What follows belongs to an exercise in optimizing a design on an open flow for a short achievable clock period and few clock cycles; a production flow would make more cautious choices. Only simulation tests tie the RTL to the original design; equivalence was not proved. Power and IR drop assume default switching activity.

## P
Design SimTop, start of the top module:
module SimTop(
    input         clock,
    input         reset,
    output [63:0] imem_addr,
    input  [63:0] imem_rdata,
    output [63:0] dmem_addr,
    input  [63:0] dmem_rdata,
    output        dmem_wen,
    output [63:0] dmem_wdata,
    output [63:0] dmem_wmask,
    output        commit_valid,
    output [63:0] commit_pc,
    output [31:0] commit_inst,
    output        commit_wen,
    output [4:0]  commit_wdest,
    output [63:0] commit_wdata
);
function [185-1:0] pack(
  input [31:0] ir, input [63:0] imm, input [63:0] pcimm,
  input is_lui, input is_auipc, input is_jal, input is_jalr, input is_load, input is_store,
  input is_branch, input b_is_rs2, input wen, input rfw, input early, input brx,
  input sub, input sel_add, input sel_slt, input sel_sltu, input sel_and, input sel_or,
  input sel_xor, input sel_sll, input sel_sr, input sra, input word, input uses_rs1,
  input uses_rs2);
  pack = {ir, imm, pcimm, is_lui, is_auipc, is_jal, is_jalr, is_load, is_store,
          is_branch, b_is_rs2, wen, rfw, early, brx, sub, sel_add, sel_slt, sel_sltu,
          sel_and, sel_or, sel_xor, sel_sll, sel_sr, sra, word, uses_rs1, uses_rs2};
endfunction
reg         d_vreg;
wire        d_valid;                   
reg  [185-1:0] d_dec;
reg         d_pred;
reg  [63:0] d_pc;                      
reg         d_m1x, d_m1m, d_m1w, d_m2x, d_m2m, d_m2w;
reg         d_stall;                   
reg         d_use_alt;                 
reg         d_altok;                   
reg         m_late;                    
reg         d_alt_late;                
reg         a_bad;                     
reg  [4:0]  d_rs1, d_rs2;              
reg         a_valid;
reg  [185-1:0] a_dec, a2_dec;       
reg         a_pred, a2_pred;
reg  [15:0] a_addr, a_off;
reg         a_m1w, a_m2w;
wire [15:0] a_next = a_addr + (a_pred ? a_off : 16'd4);    
reg         x_valid;
reg  [63:0] x_pc;
reg  [31:0] x_ir;
reg         x_wen, x_rfw, x_load, x_store, x_jalr, x_early_sel;
reg  [63:0] x_a, x_b, x_sd;
reg         x_fa_m, x_fb_m, x_fs_m;
reg         x_sub, x_sel_add, x_sel_slt, x_sel_sltu, x_sel_and, x_sel_or, x_sel_xor;
reg         x_sel_sll, x_sel_sr, x_sra, x_word;
reg  [63:0] x_early;
reg  [63:0] x_rtgt;                    
  ...
Size: roughly 20000 cells after synthesis, about 4100 flip-flops, ~550 I/O pins.
clock: 15.5 ns
lec_check: 0
cap_margin: 30
core_margin: 2
core_utilization: 55
slew_margin: 30
tns_end_percent: 100
standard.sh (not shown) runs the stock make flow with config.mk's settings and CLKGATE_MAP_FILE= SYNTH_SCRIPT=/design/flow/synth_recipe.tcl, a recipe that flattens the netlist after the stock synthesis.
==> flow/flow/run.sh <==
#!/bin/bash
# Own layout flow: the standard ORFS flow (standard.sh, unchanged
# synthesis and floorplan), with
#  - port buffers of a plain buffer cell (buf_4) rather than the delay cell
#    buffer_ports picks by default; every port is still buffered;
#  - after global routing, one more slew / capacitance repair
#    (flow/grt_post.tcl), since the aggressive timing repair can leave a net
#    near its limits.
# Each ORFS step writes its own log under orfs/logs/; make's output goes to
# flow_make.log.
set -euo pipefail
MARGIN=$(cat flow/margin.txt)
export BUFFER_PORTS_ARGS="-inputs -outputs -buffer_cell sky130_fd_sc_hd__buf_4"
export POST_GLOBAL_ROUTE_TCL=$PWD/flow/grt_post.tcl
sed "s|CLKGATE_MAP_FILE= |CLKGATE_MAP_FILE= SETUP_SLACK_MARGIN=${MARGIN} |" standard.sh > standard_margin.sh
bash standard_margin.sh finish > flow_make.log 2>&1
==> flow/flow/grt_post.tcl <==
# Run after ORFS's global routing (POST_GLOBAL_ROUTE_TCL): repair slew and
# capacitance once more on global-route parasitics, then legalise and
# re-route the changed nets and rewrite the route guides.
puts "Final slew / capacitance repair..."
estimate_parasitics -global_routing
repair_design -slew_margin 30 -cap_margin 30 -match_cell_footprint -verbose
global_route -start_incremental
detailed_placement
global_route -end_incremental
check_placement -verbose
estimate_parasitics -global_routing
report_check_types -max_slew -max_capacitance
write_guides $::env(RESULTS_DIR)/route.guide
==> flow/flow/margin.txt <==
11
P: all stages complete, timing, DRC and antenna checks passed
Testbench counts of P, summed over its fixed seeds: cycles 44,725.
--- input diff P..Q ---
--- a/flow/design.v
+++ b/flow/design.v
@@ -319,24 +319,23 @@
 reg  [31:0] m_ir;
 reg         m_wen, m_rfw, m_load, m_brx, m_taken;
 reg  [63:0] m_res;
 reg  [63:0] m_addr;                    
 reg         m_dwen;
 reg  [63:0] m_wdata;
 reg  [7:0]  m_bmask;
 reg         w_valid;
 reg  [63:0] c_pc, c_data;
 reg  [31:0] c_inst;
 reg         c_wen;
-reg  [63:0] m_lsel;
-reg  [7:0]  m_lcov, m_lsgn;
+reg  [2:0]  m_off;                     
 reg  [4:0]  w_rd;
 reg         w_rfw;
 reg  [63:0] w_data;
 reg         p_x;
 reg         px_jalr;
 reg  [63:0] px_sum, px_rtgt;
 reg  [63:0] ap_pcadd, ap_pc4;
 wire [4:0] x_rd = x_ir[11:7];
 wire [4:0] m_rd = m_ir[11:7];
 wire d_kill = d_use_alt & d_alt_late & a_bad;
 assign d_valid = d_vreg & ~d_kill;
@@ -517,59 +516,42 @@
 wire        p_j   = p_x & px_jalr;
 reg [63:0] x_wdata;
 reg [7:0]  x_bmask;
 always @(*) begin
   case (x_ir[13:12])
     2'b00:   begin x_wdata = {8{x_sv[7:0]}};  x_bmask = 8'b0000_0001 << x_sum[2:0]; end
     2'b01:   begin x_wdata = {4{x_sv[15:0]}}; x_bmask = 8'b0000_0011 << x_sum[2:0]; end
     2'b10:   begin x_wdata = {2{x_sv[31:0]}}; x_bmask = 8'b0000_1111 << x_sum[2:0]; end
     default: begin x_wdata = x_sv;            x_bmask = 8'b1111_1111; end
   endcase
 end
-reg  [63:0] x_lsel;
-reg  [7:0]  x_lcov, x_lsgn;
-integer xj;
-always @(*) begin
-  x_lsel = 64'd0;
-  x_lcov = 8'd0;
-  x_lsgn = 8'd0;
-  if (x_load) begin
-    for (xj = 0; xj < 8; xj = xj + 1) begin
-      if (xj < (1 << x_ir[13:12])) begin
-        x_lcov[xj] = 1'b1;
-        x_lsel[8 * xj + ((x_sum[2:0] + xj) & 7)] = 1'b1;
-      end
-    end
-    if (~x_ir[14] & (x_ir[13:12] != 2'b11))
-      x_lsgn[(x_sum[2:0] + (1 << x_ir[13:12]) - 1) & 7] = 1'b1;
-  end
-end
 wire x_mem = x_valid & (x_load | x_store);
 assign dmem_addr  = m_addr;
 assign dmem_wen   = m_dwen;
 assign dmem_wdata = m_wdata;
 assign dmem_wmask = {{8{m_bmask[7]}}, {8{m_bmask[6]}}, {8{m_bmask[5]}}, {8{m_bmask[4]}},
                      {8{m_bmask[3]}}, {8{m_bmask[2]}}, {8{m_bmask[1]}}, {8{m_bmask[0]}}};
-wire [7:0] m_sbits = {dmem_rdata[63], dmem_rdata[55], dmem_rdata[47], dmem_rdata[39],
-                      dmem_rdata[31], dmem_rdata[23], dmem_rdata[15], dmem_rdata[7]};
-wire       m_sign  = |(m_lsgn & m_sbits);
+wire [63:0] m_sh = dmem_rdata >> {m_off, 3'b000};
 reg  [63:0] m_ld;
-integer lj, lk;
 always @(*) begin
-  for (lj = 0; lj < 8; lj = lj + 1) begin
-    m_ld[8 * lj +: 8] = {8{~m_lcov[lj] & m_sign}};
-    for (lk = 0; lk < 8; lk = lk + 1)
-      m_ld[8 * lj +: 8] = m_ld[8 * lj +: 8] | ({8{m_lsel[8 * lj + lk]}} & dmem_rdata[8 * lk +: 8]);
-  end
+  case (m_ir[14:12])
+    3'b000:  m_ld = {{56{m_sh[7]}},  m_sh[7:0]};
+    3'b001:  m_ld = {{48{m_sh[15]}}, m_sh[15:0]};
+    3'b010:  m_ld = {{32{m_sh[31]}}, m_sh[31:0]};
+    3'b100:  m_ld = {56'd0, m_sh[7:0]};
+    3'b101:  m_ld = {48'd0, m_sh[15:0]};
+    3'b110:  m_ld = {32'd0, m_sh[31:0]};
+    default: m_ld = dmem_rdata;
+  endcase
 end
-wire [63:0] m_data = m_ld | (m_res & {64{~m_load}});
+wire [63:0] m_data = m_load ? m_ld : m_res;
 wire [31:0] g_inst = m_addr[2] ? dmem_rdata[63:32] : dmem_rdata[31:0];
 wire [4:0]  g_rs1, g_rs2, g_rd;
 wire        g_uses_rs1, g_uses_rs2, g_b_is_rs2;
 wire [63:0] g_imm, g_pcimm;
 wire        g_is_lui, g_is_auipc, g_is_jal, g_is_jalr, g_is_branch, g_is_load, g_is_store, g_wen;
 wire        g_sub, g_sel_add, g_sel_slt, g_sel_sltu, g_sel_and, g_sel_or, g_sel_xor;
 wire        g_sel_sll, g_sel_sr, g_sra, g_word, g_sel_early;
 id_stage Alt_dec(
   .inst      (g_inst),
   .rs1       (g_rs1),
   .rs2       (g_rs2),
@@ -739,25 +721,23 @@
   ap_pcadd <= x_rtgt + a_dec[185-97 -: 64];
   ap_pc4   <= x_rtgt + 64'd4;
   m_pc    <= x_pc;
   m_ir    <= x_ir;
   m_wen   <= x_wen;
   m_rfw   <= x_rfw;
   m_load  <= x_load;
   m_brx   <= x_brx;
   m_taken <= x_misp ^ x_pred;
   m_res   <= x_result;
   m_addr  <= x_mem ? x_sum : {x_sum[63:16], late_next ? (e_pred ? d_pc4[15:0] : d_pcadd[15:0]) : fq_alt};
-  m_lsel  <= x_lsel;
-  m_lcov  <= x_lcov;
-  m_lsgn  <= x_lsgn;
+  m_off   <= x_sum[2:0];
   m_wdata <= x_wdata;
   m_bmask <= x_bmask;
   w_rfw  <= m_rfw;
   if (m_valid & m_rfw) begin
     w_rd   <= m_ir[11:7];
     w_data <= m_data;
   end
   c_pc   <= m_pc;
   c_inst <= m_ir;
   c_wen  <= m_wen;
   c_data <= m_data;
## What came out
- Comparing P and Q, the higher total power is on Q.
- Taking P as the reference, in Q length of routed met3 wiring rose by 820 um, post-CTS resize count +about 2.4%, routed wire length per instance lower, cell area shows a reduction of 1.2%.
- Each of the runs, namely P and Q, reached the end of the flow and came out clean.
- Count of multi-input combinational gates was lower in Q than in P.
- Per the comparison of Q with P, count of inverters other than clock inverters in the layout went down 26, worst setup slack before clock tree synthesis fell 0.51 ns, critical path depth lower.
- Setup slack in Q is larger than in P.
- Delay of the slowest critical-path stage came out higher on Q than on P.
- | number of max-slew violations in the final report | P vs Q | ≈ equal |
- Die area improves in Q relative to P.
Testbench counts of Q, summed over its fixed seeds: cycles 44,725.

port drivers added, routing unchanged:
The flow's constraints put no driver on any port. The routed layouts listed below were extracted and timed again, unchanged, in two steps.
Step 1 assumes that a clkbuf_16 drives the clock port and a buf_2 every other input.
Step 2, shift: input delay + t, output delay - t, t = (earliest + latest rising clock arrival at the registers) / 2. This alone moves slack from input paths to output paths.
a / b / c = ideal / step 1 / step 2; a / b = the first two.
run | t (ns) | setup slack, ns | worst setup path at the end | worst slew at a driven data input, ns | cell pins on the clock port's net
P | 1.155 | 10.597 / 10.526 / 9.668 | input to register | 0.31 | 1
Q | 1.147 | 10.663 / 10.535 / 9.571 | input to register | 0.31 | 1
After both steps setup and hold are still met in every run listed. The setup slack of Q, which loses most, moves by -0.128 ns with the drivers and by -1.092 ns with both steps.
